Context: an optimization exercise on an open-source flow, tuned for small area. The choices shown serve that exercise and are no tape-out recipe.
Function was checked by simulation only, so behaviour that the tests miss may differ from the original.
Power figures rest on the tool's default switching activity, not on a simulated workload.

### flow/design.v
module bbfifo_16x8 (
  input        clk,
  input        gsr,
  input  [7:0] data_in,
  input  [2:0] bit_select,
  output       data_bit,
  input        reset,
  input        write,
  input        read,
  output       full,
  output       half_full,
  output       data_present
);
  reg [127:0] sr;
  reg [3:0]   pointer;
  reg         dp;
  wire pz = (pointer == 4'd0);
  wire valid_write = write & (~full | read);
  always @(posedge clk)
    if (valid_write) sr <= {sr[119:0], data_in};
  wire inc = dp & write & ~read & ~full;
  wire dec = dp & read & ~write & ~pz;
  always @(posedge clk)
    if (gsr | reset) begin
      pointer <= 4'd0;
      dp      <= 1'b0;
    end else begin
      if (inc)      pointer <= pointer + 4'd1;
      else if (dec) pointer <= pointer - 4'd1;
      if (dp) begin
        if (pz & read & ~write) dp <= 1'b0;
      end else
        dp <= write;
    end
  wire [15:0] byte_sel = 16'd1 << pointer;
  wire [7:0]  bit_sel  = 8'd1 << bit_select;
  wire [15:0] bits;
  genvar k;
  generate
    for (k = 0; k < 16; k = k + 1) begin : rd
      assign bits[k] = |(sr[8*k +: 8] & bit_sel);
    end
  endgenerate
  assign data_bit     = |(bits & byte_sel);
  assign full         = &pointer;
  assign half_full    = pointer[3];
  assign data_present = dp;
endmodule
module rxfifo_16x8 (
  input        clk,
  input        gsr,
  input  [7:0] data_in,
  output [7:0] data_out,
  input        reset,
  input        write,
  input        read,
  output       full,
  output       half_full,
  output       data_present
);
  reg [7:0]   st [0:15];
  reg [3:0]   pointer;
  reg         dp;
  wire pz = (pointer == 4'd0);
  always @(posedge clk)
    if (read | ~dp) st[0] <= dp ? st[1] : data_in;
  integer i;
  always @(posedge clk)
    for (i = 1; i < 16; i = i + 1)
      if (read | ~dp | (pointer < i))
        st[i] <= (i == 15) ? data_in : st[(i + 1) % 16];
  wire inc = dp & write & ~read & ~full;
  wire dec = dp & read & ~write & ~pz;
  always @(posedge clk)
    if (gsr | reset) begin
      pointer <= 4'd0;
      dp      <= 1'b0;
    end else begin
      if (inc)      pointer <= pointer + 4'd1;
      else if (dec) pointer <= pointer - 4'd1;
      if (dp) begin
        if (pz & read & ~write) dp <= 1'b0;
      end else
        dp <= write;
    end
  assign data_out     = st[0];
  assign full         = &pointer;
  assign half_full    = pointer[3];
  assign data_present = dp;
endmodule
module kcuart_tx (
  input        clk,
  input        gsr,
  output [2:0] bit_select,
  input        data_bit,
  input        send_character,
  input        en_16_x_baud,
  output reg   serial_out,
  output reg   Tx_complete
);
  reg [3:0] state;
  reg [3:0] phase;
  assign bit_select = state[2:0];
  wire idle     = (state == 4'd9);
  wire bit_end  = en_16_x_baud & (&phase);
  always @(posedge clk)
    if (gsr) begin
      state <= 4'd9;
      phase <= 4'd0;
    end else begin
      if (en_16_x_baud & ~idle) phase <= phase + 4'd1;
      if (idle) begin
        if (en_16_x_baud & send_character) state <= 4'd15;
      end else if (bit_end) begin
        if (state == 4'd8) state <= send_character ? 4'd15 : 4'd9;
        else               state <= state + 4'd1;
      end
    end
  always @(posedge clk) begin
    serial_out  <= ~gsr & (state != 4'd15) & (state[3] | data_bit);
    Tx_complete <= ~gsr & bit_end & (state == 4'd7);
  end
endmodule
module kcuart_rx (
  input            clk,
  input            gsr,
  input            serial_in,
  output reg [7:0] data_out,
  output reg       data_strobe,
  input            en_16_x_baud
);
  reg       sync_serial, stop_bit;
  reg [7:0] count;
  wire idle   = (count == 8'd0);
  wire sample = count[7] & (count[3:0] == 4'd0);
  wire done   = (count == 8'd255);
  always @(posedge clk) begin
    sync_serial <= gsr | serial_in;
    stop_bit    <= gsr | sync_serial;
    data_strobe <= ~gsr & en_16_x_baud & done;
  end
  always @(posedge clk)
    if (gsr)
      count <= 8'd0;
    else if (en_16_x_baud) begin
      if (~idle)          count <= count + 8'd1;
      else if (~stop_bit) count <= 8'd105;
    end
  always @(posedge clk)
    if (en_16_x_baud & sample) data_out <= {stop_bit, data_out[7:1]};
endmodule
module uart_tx (
  input  [7:0] data_in,
  input        write_buffer,
  input        reset_buffer,
  input        en_16_x_baud,
  output       serial_out,
  output       buffer_full,
  output       buffer_half_full,
  input        clk,
  input        gsr
);
  wire [2:0] bit_select;
  wire       fifo_data_bit;
  wire       fifo_data_present;
  wire       fifo_read;
  kcuart_tx kcuart (
    .clk(clk), .gsr(gsr), .bit_select(bit_select), .data_bit(fifo_data_bit), .send_character(fifo_data_present),
    .en_16_x_baud(en_16_x_baud), .serial_out(serial_out), .Tx_complete(fifo_read));
  bbfifo_16x8 buf_0 (
    .clk(clk), .gsr(gsr), .data_in(data_in), .bit_select(bit_select), .data_bit(fifo_data_bit), .reset(reset_buffer),
    .write(write_buffer), .read(fifo_read), .full(buffer_full), .half_full(buffer_half_full),
    .data_present(fifo_data_present));
endmodule
module uart_rx (
  input        serial_in,
  output [7:0] data_out,
  input        read_buffer,
  input        reset_buffer,
  input        en_16_x_baud,
  output       buffer_data_present,
  output       buffer_full,
  output       buffer_half_full,
  input        clk,
  input        gsr
);
  wire [7:0] uart_data_out;
  wire       fifo_write;
  kcuart_rx kcuart (
    .clk(clk), .gsr(gsr), .serial_in(serial_in), .data_out(uart_data_out),
    .data_strobe(fifo_write), .en_16_x_baud(en_16_x_baud));
  rxfifo_16x8 buf_0 (
    .clk(clk), .gsr(gsr), .data_in(uart_data_out), .data_out(data_out), .reset(reset_buffer),
    .write(fifo_write), .read(read_buffer), .full(buffer_full), .half_full(buffer_half_full),
    .data_present(buffer_data_present));
endmodule
module uart (
  input        clk,
  input        rst,               
  input        en_16_x_baud,      
  input  [7:0] tx_data_in,
  input        tx_write_buffer,
  input        tx_reset_buffer,
  output       tx_serial_out,
  output       tx_buffer_full,
  output       tx_buffer_half_full,
  input        rx_serial_in,
  output [7:0] rx_data_out,
  input        rx_read_buffer,
  input        rx_reset_buffer,
  output       rx_buffer_data_present,
  output       rx_buffer_full,
  output       rx_buffer_half_full
);
  uart_tx transmit (
    .data_in(tx_data_in),
    .write_buffer(tx_write_buffer),
    .reset_buffer(tx_reset_buffer),
    .en_16_x_baud(en_16_x_baud),
    .serial_out(tx_serial_out),
    .buffer_full(tx_buffer_full),
    .buffer_half_full(tx_buffer_half_full),
    .clk(clk),
    .gsr(rst));
  uart_rx receive (
    .serial_in(rx_serial_in),
    .data_out(rx_data_out),
    .read_buffer(rx_read_buffer),
    .reset_buffer(rx_reset_buffer),
    .en_16_x_baud(en_16_x_baud),
    .buffer_data_present(rx_buffer_data_present),
    .buffer_full(rx_buffer_full),
    .buffer_half_full(rx_buffer_half_full),
    .clk(clk),
    .gsr(rst));
endmodule
### flow/flow/run.sh
#!/bin/bash
# Own layout flow: the standard ORFS flow (same make targets, same config.mk and
# flow settings, same synthesis script and register mapping), with three changes:
#  1. ABC maps the combinational logic with the area-oriented script flow/area.abc
#     instead of ORFS's delay-oriented one (ORFS's synth.tcl is used otherwise unchanged);
#  2. clock tree synthesis gets explicit clustering settings and no dummy loads;
#  3. the port buffers that buffer_ports inserts are sky130_fd_sc_hd__buf_1.
# Each tool's output goes to orfs/logs (ORFS's own logs) and to make.log here.
set -euo pipefail
W=$(pwd)
if [ -f flow/params.sh ]; then source flow/params.sh; fi
export FLOW_OWN_ABC="$W/flow/area.abc"
export CTS_ARGS="-sink_clustering_enable -repair_clock_nets -sink_clustering_size ${CTS_SIZE:-20} -sink_clustering_max_diameter ${CTS_DIAM:-50} -buf_list sky130_fd_sc_hd__clkbuf_${CTS_BUF:-8} -dont_use_dummy_load"
export BUFFER_PORTS_ARGS="-buffer_cell sky130_fd_sc_hd__buf_1"

# standard.sh's make command line, with our synthesis script in place of synth_recipe.tcl
cmd=$(grep '^make ' standard.sh)
cmd=${cmd//"SYNTH_SCRIPT=$W/synth_recipe.tcl"/"SYNTH_SCRIPT=$W/flow/synth.tcl"}
cmd=${cmd//'"${@:-finish}"'/finish}
echo "$cmd" > make_cmd.txt
eval "$cmd" > make.log 2>&1

results=$W/orfs/results/$FLOW_PLATFORM/uart/base
: # left out here: write the final layout as DEF
### flow/flow/area.abc
strash
&get -n
&st
&dch -f
&nf -R 1000
&put
strash
&get -n
&st
&dch -f
&nf -R 1000
&put
strash
&get -n
&st
&dch -f
&nf -R 1000
&put
strash
&get -n
&st
&dch -f
&nf -R 1000
&put
### flow/flow/params.sh
CTS_SIZE=10
CTS_DIAM=40
CTS_BUF=4
### flow/flow/synth.tcl
# synth_recipe.tcl (the standard flow's synthesis), except that ORFS's synth.tcl is run with its ABC
# call using the script in $FLOW_OWN_ABC and without its adder mapping; everything else
# is ORFS's synth.tcl as it is.
proc synth {args} { yosys synth -nofsm -noshare {*}$args }
# no separate full/half-adder mapping: ABC maps the counters' logic with the rest
set ::env(ADDER_MAP_FILE) ""
set fh [open $::env(SCRIPTS_DIR)/synth.tcl]
set orfs_synth [read $fh]
close $fh
set from {log_cmd abc {*}$abc_args}
set to {log_cmd abc -script $::env(FLOW_OWN_ABC) {*}[lrange $abc_args 2 end]}
if {[string first $from $orfs_synth] < 0} { error "ORFS synth.tcl has no ABC call to replace" }
set orfs_synth [string map [list $from $to] $orfs_synth]
eval $orfs_synth
# left out here: clear keep_hierarchy, flatten, clean up, hide names made inside functions, write 1_2_yosys.v
### flow/standard.sh
#!/bin/bash
# synth_recipe.tcl (not shown) runs the flow's synth.tcl, then flattens the netlist and writes it again
# the make line also repeats each setting of config.mk as NAME=value (left out here)
make -C /OpenROAD-flow-scripts/flow DESIGN_CONFIG=/design/flow/config.mk WORK_HOME=/design/flow/orfs CLKGATE_MAP_FILE= SYNTH_SCRIPT=/design/flow/synth_recipe.tcl "${@:-finish}"
### flow/config.mk
export PLATFORM = sky130hd
export DESIGN_NAME = uart
export DESIGN_NICKNAME = uart
export VERILOG_FILES = /design/flow/design.v
export SDC_FILE = /design/flow/constraint.sdc
export NUM_CORES = 8
export LEC_CHECK = 0
export CAP_MARGIN = 20
export CORE_MARGIN = 2
export CORE_UTILIZATION = 60
export PLACE_DENSITY = 0.8
export SLEW_MARGIN = 20
### flow/constraint.sdc
create_clock -name core_clock -period 5.0 [get_ports {clk}]
set_input_delay 1.0000 -clock core_clock [delete_from_list [all_inputs] [get_ports {clk}]]
set_output_delay 1.0000 -clock core_clock [all_outputs]
set_load 0.01 [all_outputs]
==> impl_metrics.env, run 1 <==
export IMPL_cp_slowest_cell="dfxtp_1"
export IMPL_avgRoutedWirePerCell_um=20.96
export IMPL_startpoint_type="flip-flop"
export IMPL_syn2layout_area_growth_pct=7.662
export IMPL_grt_pass1_vias=5344
export IMPL_io_pin_count=30
export IMPL_antenna_found_initial=1
export IMPL_place_congestion=0.8445
export IMPL_status="finished clean"
export IMPL_rsz0062_at_grt="false"
export IMPL_powerDensity_nw_per_um2=364.7
export IMPL_hpwlAfterDp_um=11650
export IMPL_yosysWarnings=5
export IMPL_drt_wl_total_um=17740
export IMPL_fin_skew_ns=0.06905
export IMPL_critPathCaptureType="output pin"
export IMPL_report_final_slew_viol_count=0
export IMPL_gr_total_overflow=0
export IMPL_drc_errors=0
export IMPL_tightest_slew_ns=0.9975
export IMPL_fmaxAchievable_mhz=340.3
export IMPL_final_antenna_net_count=0
export IMPL_ys_ff_latch=295
export IMPL_grt_max_degree=65
export IMPL_port_buffers=29
export IMPL_critPathRequiredTime_ns=4.00
export IMPL_min_period_ns=2.938
export IMPL_cts_clk_slew_worst_paths_ns=0.09
export IMPL_design_area_um2=10950
export IMPL_setup_violations=0
export IMPL_core_area_um2=16580
export IMPL_synth_edf_count=264
export IMPL_rr_worst_depth=11
export IMPL_crit_chain="and2_0 > nand3_1 > clkinv_1 > buf_1"
export IMPL_crit_family="simple AND/OR/NAND/NOR gates"
export IMPL_synth_area_leaders="edfxtp_1 (78%), dfxtp_1 (6.1%), a222oi_1 (2.6%), nand3_1 (1.2%), a22oi_1 (1.2%)"
export IMPL_die_h_um=134.2
export IMPL_grt_usage_pct=20.35
export IMPL_leakagePower_nw=3.692
export IMPL_peakVddDrop_v=0.0002240
export IMPL_synth_top_area_share_pct=77.92
export IMPL_hold_viol=0
export IMPL_timing_slew_headroom_pct=32.80
export IMPL_critical_path_arrival_ns=1.94
export IMPL_ctsHoldBuffers=0
export IMPL_yosys_cell_types_count=41
export IMPL_design_power_total_w=0.003995
export IMPL_path_buf_inv=2
export IMPL_worstHoldPathCells=0
export IMPL_start_util_pct=61.35
export IMPL_syn_area_um2=10170
export IMPL_worstHoldEndpoint="transmit.buf_0.sr[28]$_DFFE_PP_"
export IMPL_final_nets=643
export IMPL_drv_cap=0
export IMPL_drive_gt1_share_pct=8.640
export IMPL_yosys_area_top_type="edfxtp_1"
export IMPL_fp_dieW_um=134.2
export IMPL_placed_area_um2=10670
export IMPL_vias_per_cell=6.379
export IMPL_cts_sinks=295
export IMPL_synth_seq_area_share_pct=84.02
export IMPL_synth_main_ff_cell="edfxtp_1"
export IMPL_cts_htree_levels=2
export IMPL_tritoncts="done"
export IMPL_clock_root_buffer="clkbuf_4"
export IMPL_synthCells=548
export IMPL_fin_crit_sh_pct=58.77
export IMPL_syn_area_per_cell_um2=18.56
export IMPL_die_area_um2=18010
export IMPL_drt_iter0_drc=716
export IMPL_grt_first_pass_wirelength_um=27930
export IMPL_cts_resized=0
export IMPL_synth_nets=564
export IMPL_dr_pass1_iters=6
export IMPL_path_max_fanout=7
export IMPL_hold_path_startpoint="transmit.buf_0.sr[20]$_DFFE_PP_"
export IMPL_crit_reg2reg_capture="transmit.kcuart.serial_out$_DFF_P_"
export IMPL_fin_tns_setup_ns=0
export IMPL_nFillCells=1124
export IMPL_cts_buffers=37
export IMPL_async_flop_share_pct=0
export IMPL_reg2reg_from="transmit.kcuart.state[2]$_SDFFE_PP0P_"
export IMPL_ff2ff_setup_slack_ns=2.11
export IMPL_cts_buffer_depth=3
export IMPL_vias=5397
export IMPL_crit_type="flip-flop to output pin"
export IMPL_critical_path_max_stage_delay_ns=0.46
export IMPL_insertion_delay_ns=0.61
export IMPL_fp_row_count=47
export IMPL_post_cts_setup_buffer_count=0
export IMPL_min_path_type="flip-flop to flip-flop"
layout by cell type (no fill, tap or decap), types with 5 or more instances in the layout:
cell	netlist	layout
a21oi_1	20	20
a221oi_1	5	5
a222oi_1	26	26
a22oi_1	16	16
a31oi_1	6	6
a41oi_1	5	5
and3_1	6	6
buf_1	0	29
buf_4	0	11
clkbuf_4	0	37
clkinv_1	7	7
dfxtp_1	31	31
edfxtp_1	264	264
mux2_1	8	8
nand2_1	24	24
nand3_1	24	24
nor2_1	27	27
nor3_1	10	10
o21ai_0	9	6
xnor2_1	7	7
cells by family (layout without fill, tap and decap cells):
group           count (synthesis)  in the layout  share of synthesized area (%)
flops                         295            295                          84.02
simple gates                  118            118                          5.744
compound gates                110            110                          8.215
xor+xnor                        9              9                         0.7749
mux                             9              9                         0.9839
buf+inv                         7             84                         0.2583
other cells                     0              1                              0
flip-flops by register name, indices dropped and copies added (netlist names):
| register | flops |
|---|---|
| receive.buf_0.st | 128 |
| transmit.buf_0.sr | 128 |
| receive.kcuart.count | 8 |
| receive.kcuart.data_out | 8 |
| receive.buf_0.pointer | 4 |
| transmit.buf_0.pointer | 4 |
| transmit.kcuart.phase | 4 |
| transmit.kcuart.state | 4 |
| receive.buf_0.dp | 1 |
| receive.kcuart.data_strobe | 1 |
| receive.kcuart.stop_bit | 1 |
| receive.kcuart.sync_serial | 1 |
| transmit.buf_0.dp | 1 |
| transmit.kcuart.Tx_complete | 1 |
| transmit.kcuart.serial_out | 1 |
report_power, final:
group          switching [W]  internal, W  leakage, nW
Combinational       0.000104    0.0000621        0.590
Clock               0.000681     0.000343        0.170
Sequential         0.0000562      0.00275         2.93
routing by layer:
layer | share of wire [%] | vias up | track usage, %
met4 | 2.3 | 0 | 7.602
met5 | 0 | - | 0
met2 | 48 | 277 | 31.75
li1 | - | 2408 | -
met1 | 40 | 2678 | 28.42
met3 | 9.4 | 34 | 4.951
final cells by class:
class	count	area, um2	area share [%]
diodes	1	2.502	0.02285
clock buffers	37	277.8	2.536
inverters	7	26.28	0.2399
multi-input cells	246	1632	14.90
repair buffers	40	191.4	1.748
flip-flops and latches	295	8548	78.04
well taps	220	275.3	2.513
Yosys cell counts (5+ instances only):
| master | count |
|---|---|
| mux2_1 | 8 |
| and3_1 | 6 |
| nor2_1 | 27 |
| nand2_1 | 24 |
| nor3_1 | 10 |
| xnor2_1 | 7 |
| edfxtp_1 | 264 |
| a41oi_1 | 5 |
| nand3_1 | 24 |
| o21ai_0 | 9 |
| a22oi_1 | 16 |
| a222oi_1 | 26 |
| clkinv_1 | 7 |
| a31oi_1 | 6 |
| a221oi_1 | 5 |
| nor3b_1 | 5 |
| dfxtp_1 | 31 |
| a21oi_1 | 20 |
how the worst max path moves through the flow:
stage	startpoint	end	slack [ns]	cells past startpoint
floorplan	tx_write_buffer	transmit.buf_0.sr[0]$_DFFE_PP_	0.63	1
global placement	rx_read_buffer	receive.buf_0.st[10][1]$_DFFE_PP_	2.06	4
detailed placement	rx_read_buffer	receive.buf_0.st[10][1]$_DFFE_PP_	1.97	4
CTS	transmit.buf_0.pointer[1]$_SDFFE_PP0P_	tx_buffer_full	2.03	4
global route	transmit.buf_0.pointer[1]$_SDFFE_PP0P_	tx_buffer_full	1.89	4
finish	transmit.buf_0.pointer[0]$_SDFFE_PP0P_	tx_buffer_full	2.06	4
metrics by stage:
stage	util, %	hold slack (ns)	std cells	setup slack (ns)
floorplan	-	0.3909	548	0.6276
global placement	64.33	0.4012	808	2.057
detailed placement	64.36	0.4045	808	1.974
CTS	66.03	0.4074	845	2.030
global route	66.05	0.4162	846	1.890
finish	66.05	0.4082	846	2.062
worst reg2reg max path, cell delays in order (launching register included):
cell	delay [ns]
dfxtp_1	0.45
clkinv_1	0.24
nor3b_2	0.87
a22o_1	0.23
a21oi_1	0.04
nand3_1	0.11
nand4b_1	0.13
a31oi_1	0.17
a41oi_1	0.07
nand4_1	0.13
a311oi_1	0.06
a221oi_1	0.27
==> inputs of run 2 (changes only) <==
--- a/flow/config.mk
+++ b/flow/config.mk
@@ -8,5 +8,5 @@
 export CAP_MARGIN = 20
 export CORE_MARGIN = 2
-export CORE_UTILIZATION = 60
-export PLACE_DENSITY = 0.8
+export CORE_UTILIZATION = 75
+export PLACE_DENSITY = 0.9
 export SLEW_MARGIN = 20
removed: flow/flow/params.sh
==> run 2 against run 1 <==
  * Still clean on timing, DRC and antenna
  * Critical path depth stayed put
  * Maximum frequency fell by 1.2%
  * Clock power is essentially flat
  * Clock-buffer cell count is 17 lower
  * Hold slack worse by 0.026 ns
  * Register-to-register slack got worse by 0.08 ns
  * Via count up 1.7%
  * Power shrank 0.36%
  * Largest cell class unchanged
==> impl_metrics.env, run 2 <==
export IMPL_status="finished clean"
export IMPL_cts_htree_levels=1
export IMPL_fp_row_count=42
export IMPL_nFillCells=574
export IMPL_vias_per_cell=7.013
export IMPL_synth_top_area_share_pct=77.92
export IMPL_fp_dieW_um=120.5
export IMPL_path_buf_inv=2
export IMPL_yosys_area_top_type="edfxtp_1"
export IMPL_core_area_um2=13240
export IMPL_yosysWarnings=5
export IMPL_synth_xor_area_share_pct=0.7748
export IMPL_dp_cells=762
export IMPL_synth_top_family_by_area="compound AO/OA/AOI/OAI gates"
export IMPL_grt_max_degree=79
export IMPL_synth_edf_count=264
export IMPL_antenna_found_initial=0
export IMPL_fin_hold_ws_ns=0.3822
export IMPL_die_h_um=120.5
export IMPL_async_flop_share_pct=0
export IMPL_clock_root_buffer="clkbuf_8"
export IMPL_fin_tns_setup_ns=0
export IMPL_synth_most_common_cell="edfxtp_1"
export IMPL_startpoint_type="flip-flop"
export IMPL_layout_commonest_cell="edfxtp_1"
export IMPL_drc_errors=0
export IMPL_crit_type="flip-flop to output pin"
export IMPL_synth_area_leaders="edfxtp_1 (78%), dfxtp_1 (6.1%), a222oi_1 (2.6%), nand3_1 (1.2%), a22oi_1 (1.2%)"
export IMPL_synth_common_cells="edfxtp_1 (264), dfxtp_1 (31), nor2_1 (27)"
export IMPL_critical_path_max_stage_delay_ns=0.48
export IMPL_cts_resized=0
export IMPL_yosys_cell_types_count=41
export IMPL_multi_input_area_um2=1638
export IMPL_grt_usage_pct=26.85
export IMPL_port_buffers=29
export IMPL_hold_viol=0
export IMPL_fin_crit_sh_pct=59.45
export IMPL_regArea_um2=8548
export IMPL_cts_clk_slew_worst_paths_ns=0.11
export IMPL_cts_buffer_depth=3
export IMPL_min_period_ns=2.973
export IMPL_final_cells=783
export IMPL_cts_buffers=20
export IMPL_dr_pass1_iters=8
export IMPL_drt_wl_total_um=19060
export IMPL_critPathRequiredTime_ns=4.00
export IMPL_syn_area_per_cell_um2=18.56
export IMPL_layout_common_cells="edfxtp_1 (264), dfxtp_1 (31), buf_1 (29)"
export IMPL_reg_top3="receive.buf_0.st (128), transmit.buf_0.sr (128)"
export IMPL_cp_slowest_cell="dfxtp_1"
export IMPL_synth_compound_area_share_pct=8.215
export IMPL_drive_gt1_share_pct=5.931
export IMPL_gr_total_overflow=0
export IMPL_peakVddDrop_v=0.0003308
export IMPL_io_pin_count=30
export IMPL_report_final_slew_viol_count=0
export IMPL_drt_iter0_drc=917
export IMPL_yosys_area_share_simple_pct=5.743
export IMPL_final_nets=625
export IMPL_synth_nets=564
export IMPL_syn_area_um2=10170
export IMPL_vias=5491
export IMPL_drv_cap=0
export IMPL_crit_family="simple AND/OR/NAND/NOR gates"
export IMPL_synth_main_ff_cell="edfxtp_1"
export IMPL_tritoncts="done"
export IMPL_insertion_delay_ns=0.54
export IMPL_path_max_fanout=7
export IMPL_hpwlAfterDp_um=12350
export IMPL_synth_fa_ha_area_share_pct=0
export IMPL_fmaxAchievable_mhz=336.4
export IMPL_syn2layout_area_growth_pct=7.158
export IMPL_critPathCaptureType="output pin"
export IMPL_die_area_um2=14510
export IMPL_post_cts_setup_buffer_count=0
export IMPL_synth_seq_area_share_pct=84.02
export IMPL_ys_ff_latch=295
export IMPL_grt_pass1_vias=5472
export IMPL_antenna_cells=0
export IMPL_critical_path_arrival_ns=1.97
export IMPL_final_antenna_net_count=0
export IMPL_crit_chain="and2_0 > nand3_1 > clkinv_1 > buf_1"
export IMPL_setup_violations=0
export IMPL_design_power_total_w=0.003980
export IMPL_place_congestion=0.8630
export IMPL_min_path_type="flip-flop to flip-flop"
export IMPL_ctsHoldBuffers=0
export IMPL_ff2ff_setup_slack_ns=2.03
export IMPL_tightest_slew_ns=0.9777
export IMPL_synthMuxAreaShare_pct=0.9839
export IMPL_powerDensity_nw_per_um2=365.1
export IMPL_cts_sinks=295
export IMPL_synthCells=548
export IMPL_avgRoutedWirePerCell_um=24.34
export IMPL_grt_first_pass_wirelength_um=29120
export IMPL_leakagePower_nw=3.662
export IMPL_fin_skew_ns=0.06166
export IMPL_rsz0062_at_grt="false"
export IMPL_start_util_pct=76.82
export IMPL_timing_slew_headroom_pct=34.13
-- run 2: cell counts after synthesis --
Identical to the previous run, type by type.
-- run 2: layout make-up --
class / instances / area share [%]
Tap cell: 176 / 2.020
Multi-Input combinational cell: 246 / 15.02
Timing Repair Buffer: 39 / 1.779
Inverter: 7 / 0.2410
Sequential cell: 295 / 78.41
Clock buffer: 20 / 2.525
-- run 2: metal layers --
layer,global-route usage [%],share of wire [%]
met3,5.377,11
met1,38.28,37
met4,9.448,2.9
met5,0,0
met2,42.69,49
-- run 2: kinds of logic after synthesis --
logic type	count (synthesis)
and+or+nand+nor	118
DFF	295
buffers and inverters	7
muxes	9
AOI/OAI and AO/OA	110
xor gates and xnor gates	9
-- run 2: worst paths after layout --
kind                                           from                                 end  cells after the start
max          transmit.buf_0.pointer[1]$_SDFFE_PP0P_                      tx_buffer_full                      4
max reg2reg   transmit.kcuart.state[1]$_SDFFE_PP0P_  transmit.kcuart.serial_out$_DFF_P_                      9
min reg2reg       receive.buf_0.st[11][4]$_DFFE_PP_   receive.buf_0.st[10][4]$_DFFE_PP_                      0
min               receive.buf_0.st[11][4]$_DFFE_PP_   receive.buf_0.st[10][4]$_DFFE_PP_                      0
-- run 2: stage by stage --
| stage | util (%) | setup WS [ns] | cell area (um2) |
|---|---|---|---|
| after floorplan | - | 0.6276 | 10170 |
| after global placement | 80.12 | 2.089 | 10610 |
| after detailed placement | 80.12 | 1.897 | 10610 |
| after CTS | 82.20 | 1.842 | 10890 |
| after global routing | 82.32 | 1.868 | 10900 |
| final | 82.32 | 2.027 | 10900 |
-- run 2: power by group --
group | switching, W | internal (W) | leakage (nW)
clock | 0.000634 | 0.000361 | 0.144
combinational | 0.000111 | 0.0000627 | 0.587
sequential | 0.0000618 | 0.00275 | 2.93
total | 0.000807 | 0.00317 | 3.66
-- run 2: worst register-to-register path: cells and delay by family, from the launching register on --
kind                   cells  cell delay [ns]
AO/OA/AOI/OAI              6             1.10
buffers and inverters      1             0.31
flip-flops                 1             0.54
AND/OR/NAND/NOR            2             0.89
==> inputs of run 3 (changes only) <==
==> flow/flow/params.sh (new file) <==
CTS_SIZE=20
CTS_DIAM=65
CTS_BUF=8
--- a/flow/config.mk
+++ b/flow/config.mk
@@ -8,5 +8,4 @@
 export CAP_MARGIN = 20
 export CORE_MARGIN = 2
-export CORE_UTILIZATION = 75
-export PLACE_DENSITY = 0.9
+export CORE_UTILIZATION = 40
 export SLEW_MARGIN = 20
==> run 3 against run 2 <==
  * Still clean on timing, DRC and antenna
  * Power is 0.28% lower
  * Synthesized area stayed put
  * Design area is 1.6% higher
  * Clock-buffer cell count is 1 lower
==> impl_metrics.env, run 3 <==
export IMPL_status="finished clean"
export IMPL_synth_main_ff_cell="edfxtp_1"
export IMPL_crit_reg2reg_capture="transmit.kcuart.serial_out$_DFF_P_"
export IMPL_antenna_found_initial=0
export IMPL_drv_cap=0
export IMPL_antenna_cells=0
export IMPL_port_buffers=29
export IMPL_min_period_ns=2.883
export IMPL_syn_area_per_cell_um2=18.56
export IMPL_vias=5132
export IMPL_syn_area_um2=10170
export IMPL_synthCells=548
export IMPL_crit_type="flip-flop to output pin"
export IMPL_fin_util_pct=44.11
export IMPL_ff2ff_setup_slack_ns=2.31
export IMPL_ctsHoldBuffers=0
export IMPL_gr_total_overflow=0
export IMPL_synth_common_cells="edfxtp_1 (264), dfxtp_1 (31), nor2_1 (27)"
export IMPL_clock_root_buffer="clkbuf_8"
export IMPL_peakVddDrop_v=0.0001677
export IMPL_grt_pass1_vias=5214
export IMPL_place_congestion=0.8198
export IMPL_setup_violations=0
export IMPL_io_pin_count=30
export IMPL_cts_clk_slew_worst_paths_ns=0.11
export IMPL_yosys_cell_types_count=41
export IMPL_hpwlAfterDp_um=11530
export IMPL_layout_commonest_cell="edfxtp_1"
export IMPL_reg2reg_from="transmit.kcuart.state[0]$_SDFFE_PP1P_"
export IMPL_fp_row_count=58
export IMPL_rsz0062_at_grt="false"
export IMPL_fin_skew_ns=0.04689
export IMPL_yosys_area_top_type="edfxtp_1"
export IMPL_ys_ff_latch=295
export IMPL_startpoint_type="flip-flop"
export IMPL_cts_sinks=295
export IMPL_synth_seq_area_share_pct=84.02
export IMPL_cts_buffers=19
export IMPL_drc_errors=0
export IMPL_drt_wl_total_um=17650
export IMPL_worstHoldEndpoint="transmit.buf_0.sr[26]$_DFFE_PP_"
export IMPL_post_cts_setup_buffer_count=0
export IMPL_yosysWarnings=5
export IMPL_worstHoldPathCells=0
export IMPL_report_final_slew_viol_count=0
export IMPL_fp_dieW_um=163.5
export IMPL_grt_first_pass_wirelength_um=27270
export IMPL_synth_most_common_cell="edfxtp_1"
export IMPL_powerDensity_nw_per_um2=358.4
export IMPL_fin_crit_sh_pct=57.66
export IMPL_tightest_slew_ns=1.019
export IMPL_cts_htree_levels=1
export IMPL_synth_area_leaders="edfxtp_1 (78%), dfxtp_1 (6.1%), a222oi_1 (2.6%), nand3_1 (1.2%), a22oi_1 (1.2%)"
export IMPL_critPathCaptureType="output pin"
export IMPL_cts_buffer_depth=3
export IMPL_cts_resized=0
export IMPL_fmaxAchievable_mhz=346.8
export IMPL_grt_usage_pct=13.14
export IMPL_vias_per_cell=5.471
export IMPL_timing_slew_headroom_pct=31.38
export IMPL_drt_iter0_drc=534
export IMPL_fin_tns_setup_ns=0
export IMPL_insertion_delay_ns=0.53
export IMPL_core_area_um2=25110
export IMPL_final_nets=626
export IMPL_avgRoutedWirePerCell_um=18.82
export IMPL_post_place_ws_ns=1.950
export IMPL_tritoncts="done"
export IMPL_worst_slack_ns=2.117
export IMPL_hold_viol=0
export IMPL_min_path_type="flip-flop to flip-flop"
export IMPL_dr_pass1_iters=5
export IMPL_die_h_um=163.5
export IMPL_grt_max_degree=60
export IMPL_rr_worst_depth=11
export IMPL_path_max_fanout=7
export IMPL_synth_top_area_share_pct=77.92
export IMPL_leakagePower_nw=3.669
export IMPL_start_util_pct=40.52
export IMPL_critPathRequiredTime_ns=4.00
export IMPL_async_flop_share_pct=0
export IMPL_die_area_um2=26730
export IMPL_final_antenna_net_count=0
export IMPL_syn2layout_area_growth_pct=8.855
export IMPL_synth_nets=564
export IMPL_layout_common_cells="edfxtp_1 (264), dfxtp_1 (31), buf_1 (29)"
export IMPL_reg_top3="receive.buf_0.st (128), transmit.buf_0.sr (128)"
export IMPL_hold_path_startpoint="transmit.buf_0.sr[18]$_DFFE_PP_"
export IMPL_critical_path_arrival_ns=1.88
export IMPL_drive_gt1_share_pct=5.921
export IMPL_synth_edf_count=264
-- run 3: cell count changes in the layout (fill, tap and decap cells not counted), sizes merged --
cell / previous run / this run
clkbuf: 20 / 19
buf: 39 / 41
-- run 3: kinds of logic after synthesis --
group | count (synthesis) | share of synthesized area (%)
xor+xnor | 9 | 0.7749
flops | 295 | 84.02
compound gates | 110 | 8.215
simple gates | 118 | 5.744
mux | 9 | 0.9839
buf+inv | 7 | 0.2583
-- run 3: per-layer routing --
| layer | track usage, % | vias up | wire length, um |
|---|---|---|---|
| li1 | - | 2359 | - |
| met1 | 17.56 | 2585 | 7593 |
| met2 | 22.04 | 163 | 8694 |
| met3 | 2.158 | 25 | 1011 |
| met4 | 4.346 | 0 | 349 |
| met5 | 0 | - | 0 |
-- run 3: cell type report --
type / instances / area [um2]
multi-input combinational: 246 / 1627
timing repair buffer: 41 / 198.9
clock buffer: 19 / 261.5
sequential: 295 / 8548
tap: 330 / 412.9
fill: 2181 / 14030
inverter: 7 / 26.28
-- run 3: stage by stage --
stage | power, W | instance area, um2 | std cells | hold WS (ns)
3_5_place_dp | 0.003021 | 10810 | 919 | 0.4045
6_report | 0.003969 | 11070 | 938 | 0.4088
5_1_grt | 0.004117 | 11070 | 938 | 0.4164
2_1_floorplan | 0.002957 | 10170 | 548 | 0.3909
3_3_place_gp | 0.003011 | 10810 | 919 | 0.3952
4_1_cts | 0.004013 | 11070 | 938 | 0.4044
-- run 3: where the power goes --
group	internal (W)	switching, W
registers	0.00275	0.0000536
clock network	0.000345	0.000658
logic	0.0000619	0.000102
-- run 3: worst max-delay path by stage --
stage,startpoint,end,slack [ns],cells after the start
floorplan,tx_write_buffer,transmit.buf_0.sr[0]$_DFFE_PP_,0.63,1
global placement,rx_read_buffer,receive.buf_0.st[10][1]$_DFFE_PP_,1.98,4
detailed placement,rx_read_buffer,receive.buf_0.st[10][7]$_DFFE_PP_,1.95,4
CTS,transmit.buf_0.pointer[1]$_SDFFE_PP0P_,tx_buffer_full,2.13,4
global route,transmit.kcuart.state[0]$_SDFFE_PP1P_,transmit.kcuart.serial_out$_DFF_P_,1.94,11
finish,transmit.buf_0.pointer[1]$_SDFFE_PP0P_,tx_buffer_full,2.12,4
-- run 3: worst max-delay path, stage by stage, from the launching register on --
cell and delay, ns:
dfxtp_1 0.49, and2_0 0.38, nand3_1 0.24, clkinv_1 0.10, buf_1 0.15
==> inputs of run 4 (changes only) <==
removed: flow/flow/params.sh
==> run 4 against run 3 <==
  * Still clean
  * Non-clock buffer count unchanged
  * Routed wire length up 0.69%
  * Hold slack worse by 0.058 ns
  * Worst setup slack better by 0.0058 ns
  * Flip-flop and latch count unchanged
  * Maximum frequency up 0.20%
  * Synthesized area unchanged
  * Die area unchanged
  * Critical path type unchanged
  * Critical endpoint unchanged
  * Largest cell class unchanged
  * Highest routed layer unchanged
==> impl_metrics.env, run 4 <==
export IMPL_powerDensity_nw_per_um2=368.4
export IMPL_yosys_area_top_type="edfxtp_1"
export IMPL_reg2reg_from="transmit.kcuart.state[1]$_SDFFE_PP0P_"
export IMPL_fin_tns_setup_ns=0
export IMPL_cts_buffers=26
export IMPL_cp_slowest_cell="dfxtp_1"
export IMPL_critPathRequiredTime_ns=4.00
export IMPL_syn_area_per_cell_um2=18.56
export IMPL_die_h_um=163.5
export IMPL_place_congestion=0.8198
export IMPL_synth_top_area_share_pct=77.92
export IMPL_drc_errors=0
export IMPL_synth_nets=564
export IMPL_grt_pass1_vias=5289
export IMPL_p_switching_w=0.0008408
export IMPL_avgRoutedWirePerCell_um=18.81
export IMPL_crit_reg2reg_capture="transmit.kcuart.serial_out$_DFF_P_"
export IMPL_power_share_clock_pct=27.9
export IMPL_fmaxAchievable_mhz=347.5
export IMPL_design_area_um2=11170
export IMPL_grt_max_degree=60
export IMPL_crit_chain="and2_0 > nand3_1 > clkinv_1 > buf_1"
export IMPL_die_area_um2=26730
export IMPL_post_place_ws_ns=1.950
export IMPL_cts_sinks=295
export IMPL_internal_power_w=0.003275
export IMPL_hold_path_startpoint="receive.buf_0.st[12][7]$_DFFE_PP_"
export IMPL_cts_htree_levels=1
export IMPL_rsz0062_at_grt="false"
export IMPL_io_pin_count=30
export IMPL_drive_gt1_share_pct=6.992
export IMPL_antenna_found_initial=0
export IMPL_final_nets=633
export IMPL_core_area_um2=25110
export IMPL_min_path_type="flip-flop to flip-flop"
export IMPL_rr_worst_depth=11
export IMPL_critical_path_max_stage_delay_ns=0.44
export IMPL_ys_ff_latch=295
export IMPL_syn_area_um2=10170
export IMPL_synth_common_cells="edfxtp_1 (264), dfxtp_1 (31), nor2_1 (27)"
export IMPL_crit_type="flip-flop to output pin"
export IMPL_drt_wl_total_um=17770
export IMPL_layout_commonest_cell="edfxtp_1"
export IMPL_layout_common_cells="edfxtp_1 (264), dfxtp_1 (31), buf_1 (29)"
export IMPL_gr_total_overflow=0
export IMPL_synth_area_leaders="edfxtp_1 (78%), dfxtp_1 (6.1%), a222oi_1 (2.6%), nand3_1 (1.2%), a22oi_1 (1.2%)"
export IMPL_port_buffers=29
export IMPL_fp_row_count=58
export IMPL_grt_usage_pct=13.23
export IMPL_post_cts_setup_buffer_count=0
export IMPL_synth_most_common_cell="edfxtp_1"
export IMPL_syn2layout_area_growth_pct=9.802
export IMPL_setup_violations=0
export IMPL_fin_skew_ns=0.07168
export IMPL_cts_buffer_depth=3
export IMPL_timing_slew_headroom_pct=30.62
export IMPL_insertion_delay_ns=0.58
export IMPL_yosys_cell_types_count=41
export IMPL_path_max_fanout=7
export IMPL_synth_edf_count=264
export IMPL_critical_path_arrival_ns=1.88
export IMPL_antenna_cells=0
export IMPL_leakagePower_nw=3.719
export IMPL_fp_dieW_um=163.5
export IMPL_synth_seq_area_share_pct=84.02
export IMPL_final_antenna_net_count=0
export IMPL_power_share_sequential_pct=68.1
export IMPL_critPathCaptureType="output pin"
export IMPL_ctsHoldBuffers=0
export IMPL_hold_viol=0
export IMPL_fin_crit_sh_pct=57.55
export IMPL_placed_area_um2=10810
export IMPL_p_comb_share_pct=4.0
export IMPL_clock_root_buffer="clkbuf_8"
export IMPL_yosysWarnings=5
export IMPL_drt_iter0_drc=503
export IMPL_swShare_pct=20.43
export IMPL_dr_pass1_iters=8
export IMPL_grt_first_pass_wirelength_um=27420
export IMPL_drv_cap=0
export IMPL_fin_hold_ws_ns=0.3507
export IMPL_start_util_pct=40.52
export IMPL_async_flop_share_pct=0
export IMPL_status="finished clean"
export IMPL_peakVddDrop_v=0.0002431
export IMPL_worst_slack_ns=2.123
export IMPL_tightest_slew_ns=1.030
export IMPL_cts_resized=0
export IMPL_ff2ff_setup_slack_ns=2.28
export IMPL_min_period_ns=2.877
export IMPL_vias=5202
export IMPL_cts_clk_slew_worst_paths_ns=0.11
export IMPL_worstHoldPathCells=0
export IMPL_worstHoldEndpoint="receive.buf_0.st[11][7]$_DFFE_PP_"
export IMPL_tritoncts="done"
export IMPL_vias_per_cell=5.505
export IMPL_synthCells=548
export IMPL_synth_main_ff_cell="edfxtp_1"
export IMPL_startpoint_type="flip-flop"
export IMPL_hpwlAfterDp_um=11530
export IMPL_report_final_slew_viol_count=0
export IMPL_reg_top3="receive.buf_0.st (128), transmit.buf_0.sr (128)"
run 4: cell counts after synthesis:
No cell type changed its count.
run 4: cell families (layout without fill, tap and decap cells):
logic type	after synthesis	count (layout)	synth area share (%)
DFF	295	295	84.02
buffers and inverters	7	74	0.2583
and+or+nand+nor	118	118	5.744
xor gates and xnor gates	9	9	0.7749
AOI/OAI and AO/OA	110	110	8.215
muxes	9	9	0.9839
run 4: final cells by class:
type	instances	area [um2]
clock buffer	26	357.8
fill	2168	13940
inverter	7	26.28
multi-input combinational	246	1627
sequential	295	8548
tap	330	412.9
timing repair buffer	41	198.9
run 4: worst max-delay path, delay by kind of cell (launching register included):
| family | cells | cell delay (ns) |
|---|---|---|
| AND/OR/NAND/NOR | 2 | 0.61 |
| flip-flops | 1 | 0.44 |
| buffers and inverters | 2 | 0.25 |
run 4: how the worst max path moves through the flow:
| stage | endpoint | cells after the start | startpoint |
|---|---|---|---|
| after floorplan | transmit.buf_0.sr[0]$_DFFE_PP_ | 1 | tx_write_buffer |
| after global placement | receive.buf_0.st[10][1]$_DFFE_PP_ | 4 | rx_read_buffer |
| after detailed placement | receive.buf_0.st[10][7]$_DFFE_PP_ | 4 | rx_read_buffer |
| after CTS | tx_buffer_full | 4 | transmit.buf_0.pointer[0]$_SDFFE_PP0P_ |
| after global routing | transmit.kcuart.serial_out$_DFF_P_ | 11 | transmit.kcuart.state[1]$_SDFFE_PP0P_ |
| final | tx_buffer_full | 4 | transmit.buf_0.pointer[0]$_SDFFE_PP0P_ |
run 4: stage by stage:
step                      util [%]  cells  power (W)
after floorplan                  -    548   0.002957
after global placement       43.06    919   0.003011
after detailed placement     43.06    919   0.003021
after CTS                    44.49    945   0.004161
after global routing         44.49    945   0.004267
final                        44.49    945   0.004116
run 4: power by group through the flow:
| stage | combinational (W) | sequential (W) | clock [W] |
|---|---|---|---|
| after global routing | 0.000181 | 0.00281 | 0.00127 |
| after CTS | 0.000165 | 0.00280 | 0.00119 |
| final | 0.000163 | 0.00280 | 0.00115 |
| after floorplan | 0.000114 | 0.00284 | 0 |
| after global placement | 0.000158 | 0.00285 | 0 |
| after detailed placement | 0.000164 | 0.00286 | 0 |
run 4: per-layer routing:
metal | global-route usage, % | share of wire [%] | up-vias
li1 | - | - | 2377
met1 | 17.47 | 43 | 2625
met2 | 22.02 | 49 | 163
met3 | 2.285 | 6.1 | 37
met4 | 5.024 | 2.7 | 0
met5 | 0 | 0 | -
==> inputs of run 5 (changes only) <==
==> flow/flow/params.sh (new file) <==
CTS_SIZE=20
CTS_DIAM=70
CTS_BUF=8
--- a/flow/config.mk
+++ b/flow/config.mk
@@ -8,4 +8,5 @@
 export CAP_MARGIN = 20
 export CORE_MARGIN = 2
-export CORE_UTILIZATION = 40
+export CORE_UTILIZATION = 60
+export PLACE_DENSITY = 0.8
 export SLEW_MARGIN = 20
==> run 5 against run 4 <==
  * Critical path depth unchanged
  * Via count is 1.1% higher
  * First-iteration DRC count is 45% higher
  * Clock power shrank 16%
  * Cell count decreased by 13%
  * Critical endpoint unchanged
==> impl_metrics.env, run 5 <==
export IMPL_crit_type="flip-flop to output pin"
export IMPL_internal_power_w=0.003139
export IMPL_drc_errors=0
export IMPL_startpoint_type="flip-flop"
export IMPL_report_final_slew_viol_count=0
export IMPL_cts_clk_slew_worst_paths_ns=0.11
export IMPL_reg_top3="receive.buf_0.st (128), transmit.buf_0.sr (128)"
export IMPL_gr_total_overflow=0
export IMPL_layout_commonest_cell="edfxtp_1"
export IMPL_yosys_cell_types_count=41
export IMPL_fp_dieW_um=134.2
export IMPL_critPathCaptureType="output pin"
export IMPL_antenna_found_initial=0
export IMPL_critical_path_max_stage_delay_ns=0.45
export IMPL_fin_skew_ns=0.01824
export IMPL_crit_cells=4
export IMPL_cts_htree_levels=1
export IMPL_timing_slew_headroom_pct=31.82
export IMPL_post_cts_setup_buffer_count=0
export IMPL_post_place_ws_ns=1.974
export IMPL_io_pin_count=30
export IMPL_p_comb_share_pct=4.2
export IMPL_clock_root_buffer="clkbuf_8"
export IMPL_drv_cap=0
export IMPL_core_area_um2=16580
export IMPL_critical_path_arrival_ns=1.85
export IMPL_peakVddDrop_v=0.0002871
export IMPL_drive_gt1_share_pct=5.776
export IMPL_crit_chain="and2_0 > nand3_1 > clkinv_1 > buf_1"
export IMPL_dr_pass1_iters=7
export IMPL_syn_area_um2=10170
export IMPL_dp_cells=808
export IMPL_cts_sinks=295
export IMPL_layout_common_cells="edfxtp_1 (264), dfxtp_1 (31), buf_1 (29)"
export IMPL_final_nets=624
export IMPL_fp_row_count=47
export IMPL_start_util_pct=61.35
export IMPL_drt_wl_total_um=17640
export IMPL_fin_tns_setup_ns=0
export IMPL_grt_first_pass_wirelength_um=27350
export IMPL_syn_area_per_cell_um2=18.56
export IMPL_ys_ff_latch=295
export IMPL_die_h_um=134.2
export IMPL_cp_slowest_cell="dfxtp_1"
export IMPL_min_period_ns=2.852
export IMPL_crit_family="simple AND/OR/NAND/NOR gates"
export IMPL_die_area_um2=18010
export IMPL_antenna_cells=0
export IMPL_synth_common_cells="edfxtp_1 (264), dfxtp_1 (31), nor2_1 (27)"
export IMPL_rsz0062_at_grt="false"
export IMPL_swShare_pct=20.34
export IMPL_leakagePower_nw=3.651
export IMPL_vias_per_cell=6.364
export IMPL_p_switching_w=0.0008017
export IMPL_grt_max_degree=65
export IMPL_synth_seq_area_share_pct=84.02
export IMPL_place_congestion=0.8445
export IMPL_synth_area_leaders="edfxtp_1 (78%), dfxtp_1 (6.1%), a222oi_1 (2.6%), nand3_1 (1.2%), a22oi_1 (1.2%)"
export IMPL_grt_usage_pct=19.80
export IMPL_worstHoldPathCells=0
export IMPL_drt_iter0_drc=729
export IMPL_nFillCells=1106
export IMPL_synth_nets=564
export IMPL_path_buf_inv=2
export IMPL_cts_buffer_depth=3
export IMPL_fin_hold_ws_ns=0.4149
export IMPL_async_flop_share_pct=0
export IMPL_yosys_area_top_type="edfxtp_1"
export IMPL_fin_crit_sh_pct=57.03
export IMPL_min_path_type="flip-flop to flip-flop"
export IMPL_hpwlAfterDp_um=11650
export IMPL_cts_buffers=18
export IMPL_grt_pass1_vias=5223
export IMPL_final_antenna_net_count=0
export IMPL_port_buffers=29
export IMPL_synth_top_area_share_pct=77.92
export IMPL_setup_violations=0
export IMPL_tightest_slew_ns=1.012
export IMPL_final_cells=826
export IMPL_path_max_fanout=7
export IMPL_ctsHoldBuffers=0
export IMPL_critPathRequiredTime_ns=4.00
export IMPL_yosysWarnings=5
export IMPL_rr_worst_depth=11
export IMPL_vias=5257
export IMPL_insertion_delay_ns=0.51
export IMPL_status="finished clean"
export IMPL_hold_viol=0
export IMPL_synth_edf_count=264
export IMPL_synthCells=548
export IMPL_fmaxAchievable_mhz=350.7
export IMPL_syn2layout_area_growth_pct=7.343
export IMPL_synth_most_common_cell="edfxtp_1"
export IMPL_power_share_sequential_pct=71.2
export IMPL_power_share_clock_pct=24.6
export IMPL_synth_main_ff_cell="edfxtp_1"
export IMPL_worst_slack_ns=2.148
export IMPL_powerDensity_nw_per_um2=360.8
export IMPL_avgRoutedWirePerCell_um=21.35
export IMPL_cts_resized=0
export IMPL_tritoncts="done"
-- run 5: area by class of cell --
cell class              instances  area [um2]  share of cell area, %
repair buffers                 40       191.4                  1.753
clock buffers                  18       247.7                  2.269
inverters                       7       26.28                 0.2406
well taps                     220       275.3                  2.521
multi-input cells             246        1632                  14.94
flip-flops and latches        295        8548                  78.28
-- run 5: layer usage --
| metal | global-route usage [%] | vias up | part of all wire [%] |
|---|---|---|---|
| li1 | - | 2353 | - |
| met2 | 32.23 | 249 | 49 |
| met5 | 0 | - | 0 |
| met1 | 27.98 | 2624 | 41 |
| met3 | 3.590 | 31 | 8.6 |
| met4 | 5.789 | 0 | 1.7 |
-- run 5: power by group through the flow --
stage / combinational (W) / clock (W) / sequential, W
floorplan: 0.000114 / 0 / 0.00284
global placement: 0.000155 / 0 / 0.00285
detailed placement: 0.000166 / 0 / 0.00286
CTS: 0.000166 / 0.000998 / 0.00280
global route: 0.000186 / 0.00107 / 0.00282
finish: 0.000167 / 0.000968 / 0.00281
-- run 5: path summary, 6_finish.rpt --
kind                                                              from                                  to  slack (ns)
worst max-delay path            transmit.buf_0.pointer[0]$_SDFFE_PP0P_                      tx_buffer_full        2.15
worst min-delay path                  receive.buf_0.st[4][1]$_DFFE_PP_    receive.buf_0.st[3][1]$_DFFE_PP_        0.41
worst max register to register   transmit.kcuart.state[2]$_SDFFE_PP0P_  transmit.kcuart.serial_out$_DFF_P_        2.18
worst min register to register        receive.buf_0.st[4][1]$_DFFE_PP_    receive.buf_0.st[3][1]$_DFFE_PP_        0.41
-- run 5: stage by stage --
step	utilization (%)	total power, W	area (um2)
after global placement	64.33	0.003005	10670
final	65.85	0.003941	10920
after floorplan	-	0.002957	10170
after detailed placement	64.36	0.003026	10670
after CTS	65.85	0.003968	10920
after global routing	65.85	0.004070	10920
-- run 5: kinds of logic (layout without fill, tap and decap cells) --
family	after synthesis	count (layout)	synth area share, %
xor gates and xnor gates	9	9	0.7749
and+or+nand+nor	118	118	5.744
AOI/OAI and AO/OA	110	110	8.215
DFF	295	295	84.02
buffers and inverters	7	65	0.2583
muxes	9	9	0.9839
-- run 5: worst register-to-register path, cell delays in order, from the launching register on --
cell	delay, ns
dfxtp_1	0.45
clkinv_1	0.25
nor3b_2	0.83
a22o_1	0.23
a21oi_1	0.04
nand3_1	0.10
nand4b_1	0.13
a31oi_1	0.18
a41oi_1	0.07
nand4_1	0.12
a311oi_1	0.06
a221oi_1	0.27
==> inputs of run 6 (changes only) <==
--- a/flow/flow/run.sh
+++ b/flow/flow/run.sh
@@ -11,5 +11,5 @@
 if [ -f flow/params.sh ]; then source flow/params.sh; fi
 export FLOW_OWN_ABC="$W/flow/area.abc"
-export CTS_ARGS="-sink_clustering_enable -repair_clock_nets -sink_clustering_size ${CTS_SIZE:-20} -sink_clustering_max_diameter ${CTS_DIAM:-50} -buf_list sky130_fd_sc_hd__clkbuf_${CTS_BUF:-8} -dont_use_dummy_load"
+export CTS_ARGS="${CTS_ARGS_OVERRIDE:--sink_clustering_enable -repair_clock_nets -sink_clustering_size ${CTS_SIZE:-20} -sink_clustering_max_diameter ${CTS_DIAM:-50} -buf_list sky130_fd_sc_hd__clkbuf_${CTS_BUF:-8} -dont_use_dummy_load}"
 export BUFFER_PORTS_ARGS="-buffer_cell sky130_fd_sc_hd__buf_1"
 
==> flow/flow/params.sh (replaced) <==
CTS_ARGS_OVERRIDE="-sink_clustering_enable -repair_clock_nets -buf_list sky130_fd_sc_hd__clkbuf_8 -dont_use_dummy_load"
--- a/flow/config.mk
+++ b/flow/config.mk
@@ -8,5 +8,4 @@
 export CAP_MARGIN = 20
 export CORE_MARGIN = 2
-export CORE_UTILIZATION = 60
-export PLACE_DENSITY = 0.8
+export CORE_UTILIZATION = 40
 export SLEW_MARGIN = 20
==> run 6 against run 5 <==
  * Via count is 0.91% higher
  * Register-to-register slack better by 0.13 ns
  * Clock-buffer cell count is 26 higher
  * Sequential share of layout area is 3.4 points lower
  * Routed wire length is 2.5% higher
  * Largest power group unchanged
  * Highest routed layer unchanged
==> impl_metrics.env, run 6 <==
export IMPL_status="finished clean"
export IMPL_drt_iter0_drc=582
export IMPL_fin_skew_ns=0.02074
export IMPL_yosys_area_share_simple_pct=5.743
export IMPL_synth_top_area_share_pct=77.92
export IMPL_yosys_area_top_type="edfxtp_1"
export IMPL_cts_clk_slew_worst_paths_ns=0.06
export IMPL_drive_gt1_share_pct=9.637
export IMPL_final_antenna_net_count=0
export IMPL_startpoint_type="flip-flop"
export IMPL_antenna_cells=0
export IMPL_layout_common_cells="edfxtp_1 (264), clkbuf_8 (44), dfxtp_1 (31)"
export IMPL_fin_crit_sh_pct=56.69
export IMPL_cts_buffers=44
export IMPL_fp_dieW_um=163.5
export IMPL_rsz0062_at_grt="false"
export IMPL_grt_max_degree=60
export IMPL_synth_edf_count=264
export IMPL_timing_slew_headroom_pct=31.54
export IMPL_fin_tns_setup_ns=0
export IMPL_synth_area_leaders="edfxtp_1 (78%), dfxtp_1 (6.1%), a222oi_1 (2.6%), nand3_1 (1.2%), a22oi_1 (1.2%)"
export IMPL_p_comb_share_pct=3.6
export IMPL_vias_per_cell=5.509
export IMPL_yosysWarnings=5
export IMPL_avgRoutedWirePerCell_um=18.77
export IMPL_nFillCells=2156
export IMPL_reg_top3="receive.buf_0.st (128), transmit.buf_0.sr (128)"
export IMPL_drv_cap=0
export IMPL_cts_buffer_depth=3
export IMPL_dr_pass1_iters=5
export IMPL_leakagePower_nw=3.849
export IMPL_crit_type="flip-flop to output pin"
export IMPL_synthCells=548
export IMPL_post_cts_setup_buffer_count=0
export IMPL_clock_root_buffer="clkbuf_8"
export IMPL_syn_area_um2=10170
export IMPL_vias=5305
export IMPL_setup_violations=0
export IMPL_die_area_um2=26730
export IMPL_synth_nets=564
export IMPL_powerDensity_nw_per_um2=395.2
export IMPL_ys_ff_latch=295
export IMPL_yosys_cell_types_count=41
export IMPL_die_h_um=163.5
export IMPL_critPathRequiredTime_ns=4.00
export IMPL_grt_first_pass_wirelength_um=28140
export IMPL_insertion_delay_ns=0.53
export IMPL_synthMuxAreaShare_pct=0.9839
export IMPL_fin_hold_ws_ns=0.4018
export IMPL_critical_path_arrival_ns=1.83
export IMPL_min_path_type="flip-flop to flip-flop"
export IMPL_critPathCaptureType="output pin"
export IMPL_grt_pass1_vias=5428
export IMPL_syn2layout_area_growth_pct=12.24
export IMPL_io_pin_count=30
export IMPL_cts_sinks=295
export IMPL_report_final_slew_viol_count=0
export IMPL_async_flop_share_pct=0
export IMPL_ctsHoldBuffers=0
export IMPL_synth_top_family_by_area="compound AO/OA/AOI/OAI gates"
export IMPL_synth_main_ff_cell="edfxtp_1"
export IMPL_core_area_um2=25110
export IMPL_internal_power_w=0.003594
export IMPL_cts_resized=0
export IMPL_synth_xor_area_share_pct=0.7748
export IMPL_drt_wl_total_um=18080
export IMPL_swShare_pct=20.36
export IMPL_grt_usage_pct=13.67
export IMPL_synth_most_common_cell="edfxtp_1"
export IMPL_start_util_pct=40.52
export IMPL_final_nets=651
export IMPL_synth_seq_area_share_pct=84.02
export IMPL_layout_commonest_cell="edfxtp_1"
export IMPL_place_congestion=0.8198
export IMPL_peakVddDrop_v=0.0001872
export IMPL_fmaxAchievable_mhz=352.8
export IMPL_power_share_sequential_pct=62.3
export IMPL_min_period_ns=2.834
export IMPL_tritoncts="done"
export IMPL_port_buffers=29
export IMPL_power_share_clock_pct=34.1
export IMPL_hpwlAfterDp_um=11530
export IMPL_drc_errors=0
export IMPL_design_power_total_w=0.004512
export IMPL_cts_htree_levels=2
export IMPL_synth_fa_ha_area_share_pct=0
export IMPL_gr_total_overflow=0
export IMPL_antenna_found_initial=0
export IMPL_fp_row_count=58
export IMPL_tightest_slew_ns=1.016
export IMPL_p_switching_w=0.0009185
export IMPL_hold_viol=0
export IMPL_synth_compound_area_share_pct=8.215
export IMPL_syn_area_per_cell_um2=18.56
export IMPL_placed_area_um2=10810
export IMPL_design_area_um2=11420
export IMPL_synth_common_cells="edfxtp_1 (264), dfxtp_1 (31), nor2_1 (27)"
export IMPL_path_max_fanout=7
run 6: final timing paths:
path | startpoint | to | slack, ns | depth (start not counted)
max | transmit.buf_0.pointer[1]$_SDFFE_PP0P_ | tx_buffer_full | 2.17 | 4
min | receive.buf_0.st[3][2]$_DFFE_PP_ | receive.buf_0.st[2][2]$_DFFE_PP_ | 0.40 | 0
max reg2reg | transmit.kcuart.state[0]$_SDFFE_PP1P_ | transmit.kcuart.serial_out$_DFF_P_ | 2.31 | 11
min reg2reg | receive.buf_0.st[3][2]$_DFFE_PP_ | receive.buf_0.st[2][2]$_DFFE_PP_ | 0.40 | 0
run 6: stage by stage:
stage	setup WS, ns	utilization [%]	instances
2_1_floorplan	0.6276	-	548
3_3_place_gp	1.978	43.06	919
3_5_place_dp	1.950	43.06	919
4_1_cts	2.138	45.48	963
5_1_grt	1.956	45.48	963
6_report	2.166	45.48	963
run 6: layout make-up:
class | instances | area, um2 | area share (%)
Clock buffer | 44 | 605.6 | 5.304
Inverter | 7 | 26.28 | 0.2301
Multi-Input combinational cell | 246 | 1627 | 14.24
Sequential cell | 295 | 8548 | 74.86
Tap cell | 330 | 412.9 | 3.616
Timing Repair Buffer | 41 | 198.9 | 1.742
run 6: logic make-up after synthesis:
group | Yosys count
simple gates | 118
mux | 9
compound gates | 110
xor+xnor | 9
flops | 295
buf+inv | 7
run 6: critical path, stage by stage, from the launching register on:
cell and delay [ns]:
dfxtp_1 0.45, and2_0 0.37, nand3_1 0.24, clkinv_1 0.10
buf_1 0.15
run 6: per-layer routing:
metal | GRT usage [%] | part of all wire, % | up-vias | routed length [um]
li1 | - | - | 2415 | -
met4 | 5.861 | 2.3 | 0 | 421
met2 | 22.21 | 49 | 183 | 8919
met3 | 3.276 | 6.4 | 31 | 1159
met1 | 17.66 | 42 | 2676 | 7578
met5 | 0 | 0 | - | 0
run 6: power groups by stage:
stage,Sequential [W],Clock (W),Combinational [W]
after floorplan,0.00284,0,0.000114
after global placement,0.00285,0,0.000158
after CTS,0.00281,0.00160,0.000164
final,0.00281,0.00154,0.000163
after global routing,0.00281,0.00170,0.000181
after detailed placement,0.00286,0,0.000164
==> inputs of run 7 (changes only) <==
--- a/flow/design.v
+++ b/flow/design.v
@@ -127,24 +127,23 @@
   input            serial_in,
   output reg [7:0] data_out,
-  output reg       data_strobe,
+  output           data_strobe,
   input            en_16_x_baud
 );
   reg       sync_serial, stop_bit;
   reg [7:0] count;
-  wire idle   = (count == 8'd0);
+  wire idle   = (count == 8'd1);
   wire sample = count[7] & (count[3:0] == 4'd0);
-  wire done   = (count == 8'd255);
+  assign data_strobe = (count == 8'd0);
   always @(posedge clk) begin
-    sync_serial <= gsr | serial_in;
+    sync_serial <= serial_in;
     stop_bit    <= gsr | sync_serial;
-    data_strobe <= ~gsr & en_16_x_baud & done;
   end
   always @(posedge clk)
     if (gsr)
-      count <= 8'd0;
-    else if (en_16_x_baud) begin
-      if (~idle)          count <= count + 8'd1;
-      else if (~stop_bit) count <= 8'd105;
-    end
+      count <= 8'd1;
+    else if (data_strobe | (en_16_x_baud & ~idle))
+      count <= count + 8'd1;
+    else if (en_16_x_baud & ~stop_bit)
+      count <= 8'd105;
   always @(posedge clk)
     if (en_16_x_baud & sample) data_out <= {stop_bit, data_out[7:1]};
--- a/flow/flow/run.sh
+++ b/flow/flow/run.sh
@@ -11,5 +11,5 @@
 if [ -f flow/params.sh ]; then source flow/params.sh; fi
 export FLOW_OWN_ABC="$W/flow/area.abc"
-export CTS_ARGS="${CTS_ARGS_OVERRIDE:--sink_clustering_enable -repair_clock_nets -sink_clustering_size ${CTS_SIZE:-20} -sink_clustering_max_diameter ${CTS_DIAM:-50} -buf_list sky130_fd_sc_hd__clkbuf_${CTS_BUF:-8} -dont_use_dummy_load}"
+export CTS_ARGS="${CTS_ARGS_OVERRIDE:--sink_clustering_enable -repair_clock_nets -sink_clustering_size ${CTS_SIZE:-20} -sink_clustering_max_diameter ${CTS_DIAM:-65} -buf_list sky130_fd_sc_hd__clkbuf_${CTS_BUF:-8} -dont_use_dummy_load}"
 export BUFFER_PORTS_ARGS="-buffer_cell sky130_fd_sc_hd__buf_1"
 
removed: flow/flow/params.sh
==> run 7 against run 6 <==
  * Flip-flop and latch count down 1
  * Clock power fell by 36%
  * Clock-buffer cell count shrank 26
  * Largest power group unchanged
  * First-iteration DRC count shrank 23%
  * Design area fell by 3.7%
  * Cell count fell by 3.4%
  * Critical endpoint unchanged
  * Maximum frequency is 1.7% lower
  * Still clean
  * Largest cell class unchanged
  * Synthesized cell count shrank 0.55%
  * Power down 13%
==> impl_metrics.env, run 7 <==
export IMPL_synth_compound_area_share_pct=8.504
export IMPL_grt_usage_pct=13.33
export IMPL_hold_viol=0
export IMPL_drv_cap=0
export IMPL_clock_root_buffer="clkbuf_8"
export IMPL_core_area_um2=25040
export IMPL_cts_clk_slew_worst_paths_ns=0.12
export IMPL_fin_tns_setup_ns=0
export IMPL_fin_crit_sh_pct=57.64
export IMPL_final_antenna_net_count=0
export IMPL_cts_buffers=18
export IMPL_cts_resized=0
export IMPL_setup_violations=0
export IMPL_vias_per_cell=5.555
export IMPL_synth_top_family_by_area="compound AO/OA/AOI/OAI gates"
export IMPL_avgRoutedWirePerCell_um=18.96
export IMPL_synth_seq_area_share_pct=84.13
export IMPL_grt_max_degree=73
export IMPL_grt_pass1_vias=5071
export IMPL_ctsHoldBuffers=0
export IMPL_hpwlAfterDp_um=11160
export IMPL_syn_area_um2=10140
export IMPL_ys_ff_latch=294
export IMPL_post_place_ws_ns=2.027
export IMPL_cp_slowest_cell="dfxtp_1"
export IMPL_cts_sinks=294
export IMPL_fmaxAchievable_mhz=347.0
export IMPL_min_period_ns=2.882
export IMPL_die_h_um=163.2
export IMPL_dp_cells=912
export IMPL_antenna_cells=0
export IMPL_worst_slack_ns=2.118
export IMPL_drive_gt1_share_pct=5.333
export IMPL_synth_top_area_share_pct=78.20
export IMPL_die_area_um2=26630
export IMPL_synthMuxAreaShare_pct=0.8887
export IMPL_synth_nets=561
export IMPL_nFillCells=2170
export IMPL_startpoint_type="flip-flop"
export IMPL_path_max_fanout=11
export IMPL_port_buffers=29
export IMPL_yosys_area_share_simple_pct=5.641
export IMPL_status="finished clean"
export IMPL_synth_common_cells="edfxtp_1 (264), dfxtp_1 (30), a222oi_1 (27)"
export IMPL_gr_total_overflow=0
export IMPL_fp_dieW_um=163.2
export IMPL_vias=5166
export IMPL_synth_edf_count=264
export IMPL_critical_path_arrival_ns=1.88
export IMPL_yosys_area_top_type="edfxtp_1"
export IMPL_critPathRequiredTime_ns=4.00
export IMPL_synthCells=545
export IMPL_drt_iter0_drc=446
export IMPL_peakVddDrop_v=0.0001810
export IMPL_cts_buffer_depth=3
export IMPL_min_path_type="flip-flop to flip-flop"
export IMPL_fp_row_count=58
export IMPL_synth_fa_ha_area_share_pct=0
export IMPL_syn_area_per_cell_um2=18.60
export IMPL_drc_errors=0
export IMPL_synth_xor_area_share_pct=0.6912
export IMPL_async_flop_share_pct=0
export IMPL_leakagePower_nw=3.598
export IMPL_start_util_pct=40.49
export IMPL_syn2layout_area_growth_pct=8.442
export IMPL_critical_path_max_stage_delay_ns=0.58
export IMPL_place_congestion=0.7858
export IMPL_yosys_cell_types_count=42
export IMPL_fin_skew_ns=0.02701
export IMPL_multi_input_area_um2=1620
export IMPL_insertion_delay_ns=0.52
export IMPL_critPathCaptureType="output pin"
export IMPL_crit_chain="nand2_1 > nor2_1 > buf_1"
export IMPL_post_cts_setup_buffer_count=0
export IMPL_synth_most_common_cell="edfxtp_1"
export IMPL_synth_main_ff_cell="edfxtp_1"
export IMPL_regArea_um2=8528
export IMPL_rsz0062_at_grt="false"
export IMPL_drt_wl_total_um=17630
export IMPL_yosysWarnings=5
export IMPL_report_final_slew_viol_count=0
export IMPL_reg_top3="receive.buf_0.st (128), transmit.buf_0.sr (128)"
export IMPL_layout_common_cells="edfxtp_1 (264), dfxtp_1 (30), buf_1 (29)"
export IMPL_final_cells=930
export IMPL_final_nets=618
export IMPL_timing_slew_headroom_pct=30.45
export IMPL_dr_pass1_iters=7
export IMPL_grt_first_pass_wirelength_um=27790
export IMPL_powerDensity_nw_per_um2=355.4
export IMPL_crit_type="flip-flop to output pin"
export IMPL_synth_area_leaders="edfxtp_1 (78%), dfxtp_1 (5.9%), a222oi_1 (2.7%), a22oi_1 (1.3%), nand3_1 (1.0%)"
export IMPL_io_pin_count=30
export IMPL_tritoncts="done"
export IMPL_antenna_found_initial=0
export IMPL_layout_commonest_cell="edfxtp_1"
export IMPL_tightest_slew_ns=1.032
export IMPL_cts_htree_levels=1
==> run 7: cell types whose count changed in the layout (fill, tap and decap cells not counted), sizes merged, moves of 3 or more <==
cell,before,now
clkbuf,44,18
o21ai,9,17
a22o,4,0
a41oi,5,1
buf,41,37
clkinv,7,4
nand3,24,21
nor3,10,13
nor4,1,4
o2111ai,0,3
==> run 7: cells by family after synthesis <==
family,after synthesis
xor gates and xnor gates,8
buffers and inverters,4
muxes,8
DFF,294
AOI/OAI and AO/OA,115
and+or+nand+nor,116
==> run 7: critical path, delay by kind of cell (launching register included) <==
| family | cells | cell delay [ns] |
|---|---|---|
| buffers and inverters | 1 | 0.19 |
| flip-flops | 1 | 0.58 |
| AND/OR/NAND/NOR | 2 | 0.58 |
==> run 7: where the power goes <==
part | internal, W | switching (W) | total, W | leakage [nW]
Sequential | 0.00274 | 0.0000496 | 0.00279 | 2.92
Combinational | 0.0000474 | 0.0000863 | 0.000134 | 0.545
Clock | 0.000328 | 0.000660 | 0.000988 | 0.129
==> run 7: worst paths after layout <==
| path | endpoint | slack (ns) | startpoint | cells after the start |
|---|---|---|---|---|
| worst max-delay path | tx_buffer_full | 2.12 | transmit.buf_0.pointer[1]$_SDFFE_PP0P_ | 3 |
| worst min-delay path | receive.kcuart.stop_bit$_DFF_P_ | 0.42 | receive.kcuart.sync_serial$_DFF_P_ | 1 |
| worst max register to register | transmit.kcuart.serial_out$_DFF_P_ | 2.30 | transmit.kcuart.state[0]$_SDFFE_PP1P_ | 9 |
| worst min register to register | receive.kcuart.stop_bit$_DFF_P_ | 0.42 | receive.kcuart.sync_serial$_DFF_P_ | 1 |
==> run 7: area by class of cell <==
cell class              instances  area share [%]
clock buffers                  18           2.254
inverters                       4          0.1366
repair buffers                 37           1.537
well taps                     330           3.756
multi-input cells             247           14.74
flip-flops and latches        294           77.58
==> run 7: per-layer routing <==
metal | routed length [um] | global-route usage, % | vias to the layer above | share of wire [%]
met1 | 7760 | 18.88 | 2603 | 44
met3 | 1077 | 2.133 | 29 | 6.1
met4 | 367 | 3.902 | 0 | 2.1
li1 | - | - | 2357 | -
met2 | 8427 | 21.44 | 177 | 48
met5 | 0 | 0 | - | 0
==> run 7: through the flow <==
stage / cell area, um2 / util (%) / hold WS [ns] / total power (W)
floorplan: 10140 / - / 0.3909 / 0.002917
global placement: 10740 / 42.90 / 0.4013 / 0.002968
detailed placement: 10750 / 42.92 / 0.4003 / 0.002975
CTS: 10990 / 43.91 / 0.4283 / 0.003956
global route: 10990 / 43.91 / 0.4303 / 0.004052
finish: 10990 / 43.91 / 0.4242 / 0.003907

Re-timed with assumed drivers on the ports (clkbuf_16 on the clock, buf_2 on other inputs), run 7 has 2.076 ns of setup slack against 2.118 ns with ideal ports, and 2.014 ns once port delays also move by the mid clock arrival of 0.552 ns.
